Context: an optimization exercise on an open-source flow, tuned for small area, a short achievable clock period and few clock cycles. The choices shown serve that exercise and are no tape-out recipe. Where RTL was checked, it was by simulation tests only, not by an equivalence proof against the original. Power and IR drop assume default switching activity.

==> zinc <==
Design y86_pipe, start of the top module:
module y86_pipe(clk, rst, imem_addr, imem_data, dmem_addr, dmem_wdata, dmem_we, dmem_rdata, stat);
input clk;
input rst;
output [9:0] imem_addr;
input [79:0] imem_data;
output [10:0] dmem_addr;
output [63:0] dmem_wdata;
output dmem_we;
input [63:0] dmem_rdata;
output [2:0] stat;
localparam [2:0] S_AOK = 3'd1, S_ADR = 3'd2;
localparam [3:0] RNONE = 4'hF, RSP = 4'h4;
reg [9:0]  pc;           
reg [3:0]  pcb;          
reg        fetch_on;     
reg        x_v;          
reg        x_ok;         
reg [2:0]  x_stat;
reg [3:0]  x_icode, x_ifun, x_rA, x_rB;
reg [63:0] x_valC;
reg [14:0] x_selA, x_selB;   
reg [8:0]  x_iniA, x_iniB;   
reg        x_fwdA, x_fwdB;   
reg        x_ldst;           
reg        x_retE;           
reg        m_we;         
reg        m_load;       
reg        m_ret;        
reg        m_bad;        
reg [10:0] m_addr;
reg [63:0] m_wdata;
reg [63:0] m_valE;
reg [3:0]  m_dstE, m_dstM;
reg [63:0] rf [0:14];
reg [14:0] rv;           
reg        zf, lt;       
reg [2:0]  stat_r;
wire live = (stat_r == S_AOK) & ~m_bad;
wire [64*15-1:0] rf_flat;
genvar gi;
generate
for (gi = 0; gi < 15; gi = gi + 1) begin : rff
    assign rf_flat[64*gi +: 64] = rf[gi];
end
endgenerate
wire x_act = x_v & live & ~x_ldst;
wire [63:0] valA, valE;
wire [10:0] x_addr;
wire        x_addr_bad, n_zf, n_lt, x_cnd, x_setcc, x_mem, x_memwr, x_load, x_isret, x_call;
  ...
Settings: LEC_CHECK=0, CAP_MARGIN=20, CORE_MARGIN=2, CORE_UTILIZATION=40, SLEW_MARGIN=20, SYNTH_HIERARCHICAL=1; clock period 28.0 ns.
standard.sh (not shown) runs the stock make flow with config.mk's settings and CLKGATE_MAP_FILE= SYNTH_SCRIPT=/design/flow/synth_recipe.tcl, a recipe that flattens the netlist after the stock synthesis.
==> flow/flow/run.sh <==
#!/bin/bash
# The standard ORFS layout (the standard.sh, unchanged synthesis) with:
#  - repair_timing asked to leave extra setup slack (sized for a faster clock),
#    without gate cloning;
#  - ports buffered with buf_2 cells;
#  - clock tree: larger sink clusters and no dummy balancing loads.
# The log of the ORFS run is kept in standard.log; ORFS's per-step logs are
# under orfs/logs.
set -e
bash standard.sh SETUP_SLACK_MARGIN=21.0 SKIP_GATE_CLONING=1 \
  "BUFFER_PORTS_ARGS=-buffer_cell sky130_fd_sc_hd__buf_2" \
  "CTS_ARGS=-sink_clustering_enable -repair_clock_nets -dont_use_dummy_load -sink_clustering_size 22 -sink_clustering_max_diameter 80" \
  finish > standard.log 2>&1
==> garnet (differences from zinc) <==
- CORE_UTILIZATION: 40 -> 55
==> comparison table <==
Result of the run: garnet finished clean; zinc finished clean
Placed wire-length estimate after detailed placement: garnet 186,000 µm; zinc 188,000 µm
Latest clock arrival within the worst-skew pair: garnet 0.71 ns; zinc 0.75 ns
Weighted congestion reported at the end of routability-driven placement: garnet 1.09; zinc 1.06
Area taken by multi-input logic gates: garnet 26,700 µm²; zinc 26,600 µm²
Worst ir drop on vdd: garnet 69.0 µV; zinc 41.7 µV
Vias per Instance: garnet 7.78; zinc 6.94
Clock net power: garnet 1.08 mW; zinc 1.11 mW
Post-Route Utilization: garnet 0.601; zinc 0.443
Layout Area Growth over Synthesis: garnet 8.51%; zinc 10.3%
Initial drt markers: garnet 9,800; zinc 8,414
Switching power total: garnet 1.27 mW; zinc 1.27 mW
Stage delay of the slowest cell on the critical path: garnet 0.95 ns; zinc 0.32 ns
Final-stage net count: garnet 5,689; zinc 5,709
Number of buffers inserted during clock tree synthesis: garnet 73; zinc 76
Worst setup slack for register-to-register paths: garnet 20.90 ns; zinc 20.88 ns
Share of post-route cells with drive strength above 1: garnet 0.177; zinc 0.181
No functional check of the RTL was part of any run of this note.

========
==> build 79: inputs <==
Another version of the RTL of y86_pipe (not shown whole).
export LEC_CHECK = 0
export CAP_MARGIN = 20
export CORE_MARGIN = 2
export CORE_UTILIZATION = 40
export SLEW_MARGIN = 20
export SYNTH_HIERARCHICAL = 1
create_clock -name core_clock -period 28.0 [get_ports {clk}]
==> flow/flow/run.sh <==
#!/bin/bash
# The standard ORFS layout (the standard.sh, unchanged synthesis) with:
#  - repair_timing asked to leave extra setup slack (sized for a faster clock),
#    without gate cloning;
#  - ports buffered with buf_2 cells;
#  - clock tree: larger sink clusters and no dummy balancing loads.
# The log of the ORFS run is kept in standard.log; ORFS's per-step logs are
# under orfs/logs.
set -e
bash standard.sh SETUP_SLACK_MARGIN=20.5 SKIP_GATE_CLONING=1 \
  "BUFFER_PORTS_ARGS=-buffer_cell sky130_fd_sc_hd__buf_2" \
  "CTS_ARGS=-sink_clustering_enable -repair_clock_nets -dont_use_dummy_load -sink_clustering_size 22 -sink_clustering_max_diameter 80" \
  finish > standard.log 2>&1
==> trial 88 (differences from build 79) <==
--- a/flow/design.v
+++ b/flow/design.v
@@ -16,12 +16,13 @@
 reg        x_v;          
 reg        x_ok;         
 reg [2:0]  x_stat;
 reg [3:0]  x_icode, x_ifun, x_rA, x_rB;
 reg [63:0] x_valC;
 reg [14:0] x_selA, x_selB;   
+reg [8:0]  x_iniA, x_iniB;   
 reg        x_fwdA, x_fwdB;   
 reg        x_ldst;           
 reg        x_retE;           
 reg        m_we;         
 reg        m_load;       
 reg        m_ret;        
@@ -43,17 +44,21 @@
 end
 endgenerate
 wire x_act = x_v & live & ~x_ldst;
 wire [63:0] valA, valE;
 wire [10:0] x_addr;
 wire        x_addr_bad, n_zf, n_lt, x_cnd, x_setcc, x_mem, x_memwr, x_load, x_isret, x_call;
+wire [3:0]  f_t;             
+wire        f_told;          
+wire        taken;           
 wire [3:0]  x_dstE, x_dstM;
 y86_exec ex(
     .icode(x_icode), .ifun(x_ifun), .rA(x_rA), .rB(x_rB), .valC(x_valC),
-    .selA(x_selA), .selB(x_selB), .fwdA(x_fwdA), .fwdB(x_fwdB),
-    .rv(rv), .rf(rf_flat), .m_valE(m_valE), .zf(zf), .lt(lt), .ok(x_ok),
+    .selA(x_selA), .selB(x_selB), .iniA(x_iniA), .iniB(x_iniB), .fwdA(x_fwdA), .fwdB(x_fwdB),
+    .rf(rf_flat), .m_valE(m_valE), .zf(zf), .lt(lt), .ok(x_ok),
+    .act(x_act), .ft(f_t), .ftold(f_told), .taken(taken),
     .valA(valA), .valE(valE), .addr(x_addr), .addr_bad(x_addr_bad),
     .n_zf(n_zf), .n_lt(n_lt), .cnd(x_cnd), .isop(x_setcc), .mem(x_mem), .memwr(x_memwr),
     .load(x_load), .isret(x_isret), .call(x_call), .dstE(x_dstE), .dstM(x_dstM));
 wire x_go = x_act & x_ok;                  
 wire x_cc = x_act & x_setcc;               
 wire [10:0] rsp_reg = rv[4] ? rf[4][10:0] : 11'h100;
@@ -62,25 +67,28 @@
 wire [10:0] rsp_now = (x_act & (x_dstE == RSP)) ? valE[10:0] : m_wsp ? rsp_m : rsp_reg;
 wire ret_now = m_ret | (x_v & x_retE & live);
 wire        f_go, f_ok, f_early, f_retE, f_ldst, f_fwdA, f_fwdB;
 wire [2:0]  f_stat;
 wire [3:0]  f_rA, f_rB;
 wire [14:0] f_selA, f_selB;
+wire [8:0]  f_iniA, f_iniB;
+wire [14:0] rwen;            
 wire [63:0] f_valC;
 wire [9:0]  pc_d;
 wire [3:0]  pcb_d;
 wire        fetch_on_d;
 y86_fetch fe(
     .rst(rst), .imem_data(imem_data), .pc(pc), .pcb(pcb), .fetch_on(fetch_on), .live(live),
     .x_act(x_act), .x_mem(x_mem), .x_dstE(x_dstE), .x_dstM(x_dstM),
-    .x_cc(x_cc), .n_zf(n_zf), .n_lt(n_lt), .zf(zf), .lt(lt),
+    .zf(zf), .lt(lt), .t(f_t), .told(f_told), .taken(taken),
+    .rv_n(rv | rwen),
     .rdata(dmem_rdata), .ret_now(ret_now),
     .pc_d(pc_d), .pcb_d(pcb_d), .fetch_on_d(fetch_on_d),
     .go(f_go), .ok(f_ok), .stat(f_stat), .early(f_early), .retE(f_retE),
     .valC(f_valC), .rA(f_rA), .rB(f_rB),
-    .selA(f_selA), .selB(f_selB), .fwdA(f_fwdA), .fwdB(f_fwdB), .ldst(f_ldst));
+    .selA(f_selA), .selB(f_selB), .iniA(f_iniA), .iniB(f_iniB), .fwdA(f_fwdA), .fwdB(f_fwdB), .ldst(f_ldst));
 assign dmem_addr  = m_addr;
 assign dmem_wdata = m_wdata;
 assign dmem_we    = m_we;
 assign imem_addr  = pc;
 assign stat       = stat_r;
 wire [63:0] wbus = m_load ? dmem_rdata : m_valE;
@@ -108,12 +116,14 @@
     x_ifun <= imem_data[3:0];
     x_rA <= f_rA;
     x_rB <= f_rB;
     x_valC <= f_valC;
     x_selA <= f_selA;
     x_selB <= f_selB;
+    x_iniA <= f_iniA;
+    x_iniB <= f_iniB;
 end
 always @(posedge clk) begin
     if (rst) begin
         m_we <= 1'b0;
         m_load <= 1'b0;
         m_ret <= 1'b0;
@@ -148,46 +158,71 @@
     end
 end
 genvar gr;
 generate
 for (gr = 0; gr < 15; gr = gr + 1) begin : rfw
     wire wen = ((m_dstE == gr) | (m_dstM == gr)) & ~m_bad;
+    assign rwen[gr] = wen;
     always @(posedge clk) begin
         if (rst) rv[gr] <= 1'b0;
         else if (wen) rv[gr] <= 1'b1;
         if (wen) rf[gr] <= (gr == 4) ? wsp : wbus;
     end
 end
 endgenerate
 endmodule
 module y86_fetch(rst, imem_data, pc, pcb, fetch_on, live, x_act, x_mem, x_dstE, x_dstM,
-                 x_cc, n_zf, n_lt, zf, lt, rdata, ret_now,
+                 zf, lt, t, told, taken, rv_n, rdata, ret_now,
                  pc_d, pcb_d, fetch_on_d,
                  go, ok, stat, early, retE, valC, rA, rB,
-                 selA, selB, fwdA, fwdB, ldst);
+                 selA, selB, iniA, iniB, fwdA, fwdB, ldst);
 input        rst;
 input [79:0] imem_data;
 input [9:0]  pc;
 input [3:0]  pcb;
 input        fetch_on;
 input        live, x_act, x_mem;
 input [3:0]  x_dstE, x_dstM;
-input        x_cc, n_zf, n_lt, zf, lt;
+input        zf, lt;
+output [3:0] t;
+output       told;
+input        taken;
+input [14:0] rv_n;
 input [63:0] rdata;
 input        ret_now;
 output [9:0] pc_d;
 output [3:0] pcb_d;
 output       fetch_on_d;
 output       go, ok, early, retE;
 output [2:0] stat;
 output [63:0] valC;
 output [3:0] rA, rB;
 output [14:0] selA, selB;
+output [8:0] iniA, iniB;
 output       fwdA, fwdB, ldst;
 localparam [2:0] S_AOK = 3'd1, S_ADR = 3'd2, S_INS = 3'd3, S_HLT = 3'd4;
 localparam [3:0] RNONE = 4'hF, RSP = 4'h4;
+function [8:0] init9(input [14:0] oh);
+    init9 = ({9{oh[0]}} & 9'h1) | ({9{oh[1]}} & 9'h8) | ({9{oh[2]}} & 9'h6) |
+            ({9{oh[3]}} & 9'h5) | ({9{oh[4]}} & 9'h100) | ({9{oh[5]}} & 9'h6) |
+            ({9{oh[6]}} & 9'h7) | ({9{oh[7]}} & 9'h5) | ({9{oh[8]}} & 9'h9) |
+            ({9{oh[9]}} & 9'ha) | ({9{oh[10]}} & 9'hb) | ({9{oh[11]}} & 9'h1) |
+            ({9{oh[12]}} & 9'h2) | ({9{oh[13]}} & 9'h3) | ({9{oh[14]}} & 9'h4);
+endfunction
+function cond(input [3:0] fn, input z, input l);
+    case (fn)
+        4'h0: cond = 1'b1;
+        4'h1: cond = l | z;
+        4'h2: cond = l;
+        4'h3: cond = z;
+        4'h4: cond = ~z;
+        4'h5: cond = ~l;
+        4'h6: cond = ~l & ~z;
+        default: cond = 1'b0;
+    endcase
+endfunction
 wire [3:0] icode = imem_data[7:4];
 wire [3:0] ifun  = imem_data[3:0];
 wire regids = (icode == 4'h2) | (icode == 4'h3) | (icode == 4'h4) | (icode == 4'h5) |
               (icode == 4'h6) | (icode == 4'hA) | (icode == 4'hB);
 wire hasC   = (icode == 4'h3) | (icode == 4'h4) | (icode == 4'h5) |
               (icode == 4'h7) | (icode == 4'h8);
@@ -211,18 +246,22 @@
 assign valC = call ? {53'd0, valP} : imem_data[79:16];
 wire useA = ok & ((icode == 4'h2) | (icode == 4'h4) | (icode == 4'h6) | (icode == 4'hA));
 wire useB = ok & ((icode == 4'h4) | (icode == 4'h5) | (icode == 4'h6));
 wire useS = ok & ((icode == 4'h8) | (icode == 4'h9) | (icode == 4'hA) | (icode == 4'hB));
 wire [3:0] srcA = useA ? imem_data[15:12] : RNONE;
 wire [3:0] srcB = useS ? RSP : useB ? imem_data[11:8] : RNONE;
-assign selA = (srcA == RNONE) ? 15'd0 : (15'd1 << srcA);
-assign selB = (srcB == RNONE) ? 15'd0 : (15'd1 << srcB);
 y86_hazard hz(.srcA(srcA), .srcB(srcB), .pdE(x_act ? x_dstE : RNONE), .pdM(x_act ? x_dstM : RNONE),
               .fwdA(fwdA), .fwdB(fwdB), .ldst(ldst));
-wire taken;
-y86_taken tk(.ifun(ifun), .x_cc(x_cc), .n_zf(n_zf), .n_lt(n_lt), .zf(zf), .lt(lt), .taken(taken));
+wire [14:0] ohA = (srcA == RNONE) ? 15'd0 : (15'd1 << srcA);
+wire [14:0] ohB = (srcB == RNONE) ? 15'd0 : (15'd1 << srcB);
+assign selA = ohA & rv_n & {15{~fwdA}};
+assign selB = ohB & rv_n & {15{~fwdB}};
+assign iniA = fwdA ? 9'd0 : init9(ohA & ~rv_n);
+assign iniB = fwdB ? 9'd0 : init9(ohB & ~rv_n);
+assign t = {cond(ifun, 1'b1, 1'b1), cond(ifun, 1'b1, 1'b0), cond(ifun, 1'b0, 1'b1), cond(ifun, 1'b0, 1'b0)};
+assign told = cond(ifun, zf, lt);
 wire [3:0] rhi, chi;
 y86_hi4 rh(.v(rdata), .hi(rhi));
 y86_hi4 ch(.v(imem_data[71:8]), .hi(chi));
 wire adv = go & ~ldst;             
 wire uj  = call | (jmp & (ifun == 4'h0));
 wire [9:0] npc  = uj ? imem_data[17:8] : valP[9:0];
@@ -235,33 +274,17 @@
 module y86_pcnext(rst, redir, rpc, rpcb, cj, taken, cpc, cpcb, adv, npc, npcb, pc, pcb, pc_d, pcb_d);
 input        rst, redir, cj, taken, adv;
 input [9:0]  rpc, cpc, npc, pc;
 input [3:0]  rpcb, cpcb, npcb, pcb;
 output [9:0] pc_d;
 output [3:0] pcb_d;
-assign pc_d  = rst ? 10'd0 : redir ? rpc : (cj & taken) ? cpc : adv ? npc : pc;
-assign pcb_d = rst ? 4'd0 : redir ? rpcb : (cj & taken) ? cpcb : adv ? npcb : pcb;
-endmodule
-module y86_taken(ifun, x_cc, n_zf, n_lt, zf, lt, taken);
-input [3:0] ifun;
-input       x_cc, n_zf, n_lt, zf, lt;
-output reg  taken;
-wire c_zf = x_cc ? n_zf : zf;
-wire c_lt = x_cc ? n_lt : lt;
-always @(*) begin
-    case (ifun)
-        4'h0: taken = 1'b1;
-        4'h1: taken = c_lt | c_zf;
-        4'h2: taken = c_lt;
-        4'h3: taken = c_zf;
-        4'h4: taken = ~c_zf;
-        4'h5: taken = ~c_lt;
-        4'h6: taken = ~c_lt & ~c_zf;
-        default: taken = 1'b0;
-    endcase
-end
+wire tk = cj & ~rst & ~redir;
+wire [9:0] opc  = rst ? 10'd0 : redir ? rpc : adv ? npc : pc;
+wire [3:0] opcb = rst ? 4'd0 : redir ? rpcb : adv ? npcb : pcb;
+assign pc_d  = (tk & taken) ? cpc : opc;
+assign pcb_d = (tk & taken) ? cpcb : opcb;
 endmodule
 module y86_hi4(v, hi);
 input [63:0] v;
 output [3:0] hi;
 assign hi = {|v[63:50], |v[49:36], |v[35:22], |v[21:10]};
 endmodule
@@ -270,23 +293,28 @@
 output fwdA, fwdB, ldst;
 localparam [3:0] RNONE = 4'hF;
 assign fwdA = (srcA != RNONE) & (srcA == pdE);
 assign fwdB = (srcB != RNONE) & (srcB == pdE);
 assign ldst = (pdM != RNONE) & ((srcA == pdM) | (srcB == pdM));
 endmodule
-module y86_exec(icode, ifun, rA, rB, valC, selA, selB, fwdA, fwdB, rv, rf, m_valE, zf, lt, ok,
+module y86_exec(icode, ifun, rA, rB, valC, selA, selB, iniA, iniB, fwdA, fwdB, rf, m_valE, zf, lt, ok,
+                act, ft, ftold, taken,
                 valA, valE, addr, addr_bad, n_zf, n_lt, cnd, isop, mem, memwr, load, isret, call,
                 dstE, dstM);
 input [3:0]  icode, ifun, rA, rB;
 input [63:0] valC;
 input [14:0] selA, selB;
+input [8:0]  iniA, iniB;
 input        fwdA, fwdB;
-input [14:0] rv;
 input [64*15-1:0] rf;
 input [63:0] m_valE;
 input        zf, lt, ok;
+input        act;
+input [3:0]  ft;
+input        ftold;
+output       taken;
 output [63:0] valA, valE;
 output [10:0] addr;
 output       addr_bad, n_zf, n_lt, cnd, isop, mem, memwr, load, isret, call;
 output [3:0] dstE, dstM;
 localparam [3:0] RNONE = 4'hF, RSP = 4'h4;
 wire i_rr   = (icode == 4'h2);
@@ -296,14 +324,14 @@
 wire i_op   = (icode == 4'h6);
 wire i_call = (icode == 4'h8);
 wire i_ret  = (icode == 4'h9);
 wire i_push = (icode == 4'hA);
 wire i_pop  = (icode == 4'hB);
 wire [63:0] valB;
-y86_rdport rpa(.sel(selA), .rv(rv), .rf(rf), .fwd(fwdA), .fval(m_valE), .val(valA));
-y86_rdport rpb(.sel(selB), .rv(rv), .rf(rf), .fwd(fwdB), .fval(m_valE), .val(valB));
+y86_rdport rpa(.sel(selA), .ini(iniA), .rf(rf), .fwd(fwdA), .fval(m_valE), .val(valA));
+y86_rdport rpb(.sel(selB), .ini(iniB), .rf(rf), .fwd(fwdB), .fval(m_valE), .val(valB));
 reg [63:0] aluA, aluB;
 always @(*) begin
     case (icode)
         4'h2, 4'h6:        aluA = valA;
         4'h3, 4'h4, 4'h5:  aluA = valC;
         4'h8, 4'hA:        aluA = -64'd8;
@@ -315,12 +343,14 @@
         default:                                  aluB = 64'd0;
     endcase
 end
 wire [1:0] fn = i_op ? ifun[1:0] : 2'b00;
 y86_alu alu(.fn(fn), .a(aluA), .b(aluB), .e(valE), .zf(n_zf), .lt(n_lt));
 assign isop = i_op;
+wire [1:0] fl = {n_zf, n_lt};
+assign taken = (act & i_op) ? ft[fl] : ftold;
 reg c;
 always @(*) begin
     case (ifun)
         4'h0: c = 1'b1;
         4'h1: c = lt | zf;
         4'h2: c = lt;
@@ -341,50 +371,24 @@
 assign addr = spaddr ? valB[10:0] : valE[10:0];
 assign addr_bad = spaddr ? (valB > 64'd2000) : (valE > 64'd2000);
 assign dstE = (i_op | i_ir | (i_rr & c)) ? rB :
               (i_call | i_ret | i_push | i_pop) ? RSP : RNONE;
 assign dstM = (i_mr | i_pop) ? rA : RNONE;
 endmodule
-module y86_rdport(sel, rv, rf, fwd, fval, val);
+module y86_rdport(sel, ini, rf, fwd, fval, val);
 input [14:0] sel;
-input [14:0] rv;
+input [8:0] ini;
 input [64*15-1:0] rf;
 input fwd;
 input [63:0] fval;
 output reg [63:0] val;
-function [8:0] init_val(input [3:0] r);
-    case (r)
-        4'd0: init_val = 9'h1;
-        4'd1: init_val = 9'h8;
-        4'd2: init_val = 9'h6;
-        4'd3: init_val = 9'h5;
-        4'd4: init_val = 9'h100;
-        4'd5: init_val = 9'h6;
-        4'd6: init_val = 9'h7;
-        4'd7: init_val = 9'h5;
-        4'd8: init_val = 9'h9;
-        4'd9: init_val = 9'ha;
-        4'd10: init_val = 9'hb;
-        4'd11: init_val = 9'h1;
-        4'd12: init_val = 9'h2;
-        4'd13: init_val = 9'h3;
-        4'd14: init_val = 9'h4;
-        default: init_val = 9'h0;
-    endcase
-endfunction
-wire [14:0] s = sel & rv & {15{~fwd}};
-wire [14:0] si = sel & ~rv & {15{~fwd}};
-reg [8:0] ini;
 integer i;
 always @(*) begin
-    ini = 9'd0;
-    for (i = 0; i < 15; i = i + 1)
-        ini = ini | ({9{si[i]}} & init_val(i));
     val = ({64{fwd}} & fval) | {55'd0, ini};
     for (i = 0; i < 15; i = i + 1)
-        val = val | ({64{s[i]}} & rf[64*i +: 64]);
+        val = val | ({64{sel[i]}} & rf[64*i +: 64]);
 end
 endmodule
 module y86_alu(fn, a, b, e, zf, lt);
 input [1:0] fn;
 input [63:0] a, b;
 output [63:0] e;
@@ -398,15 +402,15 @@
 assign G[0] = {g[63:1], g[0] | (p[0] & sub)};
 assign P[0] = p;
 genvar k, i;
 generate
 for (k = 0; k < 6; k = k + 1) begin : lvl
     for (i = 0; i < 64; i = i + 1) begin : bt
-        if (i >= (1 << k)) begin : comb
-            assign G[k+1][i] = G[k][i] | (P[k][i] & G[k][i - (1 << k)]);
-            assign P[k+1][i] = P[k][i] & P[k][i - (1 << k)];
+        if (((i >> k) & 1) == 1) begin : comb
+            assign G[k+1][i] = G[k][i] | (P[k][i] & G[k][((i >> k) << k) - 1]);
+            assign P[k+1][i] = P[k][i] & P[k][((i >> k) << k) - 1];
         end else begin : pass
             assign G[k+1][i] = G[k][i];
             assign P[k+1][i] = P[k][i];
         end
     end
 end
--- a/flow/flow/run.sh
+++ b/flow/flow/run.sh
@@ -4,10 +4,10 @@
 #    without gate cloning;
 #  - ports buffered with buf_2 cells;
 #  - clock tree: larger sink clusters and no dummy balancing loads.
 # The log of the ORFS run is kept in standard.log; ORFS's per-step logs are
 # under orfs/logs.
 set -e
-bash standard.sh SETUP_SLACK_MARGIN=20.5 SKIP_GATE_CLONING=1 \
+bash standard.sh SETUP_SLACK_MARGIN=21.0 SKIP_GATE_CLONING=1 \
   "BUFFER_PORTS_ARGS=-buffer_cell sky130_fd_sc_hd__buf_2" \
   "CTS_ARGS=-sink_clustering_enable -repair_clock_nets -dont_use_dummy_load -sink_clustering_size 22 -sink_clustering_max_diameter 80" \
   finish > standard.log 2>&1
CORE_UTILIZATION = 55   (was 40)
==> qor summary <==
Maximum single-stage delay on the critical path: trial 88 310 ps; build 79 570 ps
Finished layout cell area: trial 88 0.0678 mm^2; build 79 0.0697 mm^2
Clk tree area frac: trial 88 2.62%; build 79 2.91%
Layout area overhead: trial 88 7.16%; build 79 9.29%
Dpl cells: trial 88 6,493; build 79 7,288
Post-CTS setup repair buffer count: trial 88 55; build 79 31
Utilization after layout: trial 88 59.4%; build 79 44.0%
Starting density of the core: trial 88 55.4%; build 79 40.3%
Overall routed net length: trial 88 270 mm; build 79 293 mm
Buffer count excluding the clock tree in the final layout: trial 88 417; build 79 430
Setup WS pre-CTS: trial 88 19,110 ps; build 79 19,240 ps
Crit path required time: trial 88 28,550 ps; build 79 28,580 ps
Status: trial 88 no timing/DRC/antenna violations; build 79 no timing/DRC/antenna violations
Std-Cell Core Area: trial 88 0.114 mm^2; build 79 0.158 mm^2
Worst hold margin: trial 88 456 ps; build 79 436 ps
Largest net degree at the start of global routing: trial 88 75; build 79 65
Final-stage net count: trial 88 5,418; build 79 5,658
Leak Pwr: trial 88 23.5 nW; build 79 23.8 nW
Gates resized, CTS repair: trial 88 52; build 79 66
Share of the final layout cell area in sequential cells: trial 88 52.3%; build 79 50.2%
Testbench counts of trial 88, summed over its fixed seeds: cycles 14,933.
Only the layout flow was run in build 79; the RTL was not checked for function there.

## port drivers added, routing unchanged
No port has a modelled driver above. Below, the same layouts with a new extraction and two added sets of constraints.
Step 1 sets driving cells, clkbuf_16 on the clock port and buf_2 on the other inputs (assumed; they add their load-dependent delay and slew).
Step 2 also shifts input and output timing later by t, the mid clock arrival at the registers, as if the neighbouring blocks saw the same clock.
a / b / c = ideal ports / drivers / drivers and shift; a / b = the first two.
run	shift t [ns]	setup WS [ns]	worst setup path after step 2
zinc	0.782	20.544 / 20.581 / 19.799	input to register
garnet	0.744	20.653 / 20.708 / 19.964	input to register
build 79	0.787	20.448 / 20.448 / 19.771	input to register
trial 88	0.754	20.663 / 20.692 / 19.938	input to register
After both steps every run listed still meets setup and hold. The setup slack of zinc, which loses most, moves by +0.037 ns with the drivers and by -0.745 ns with both steps.
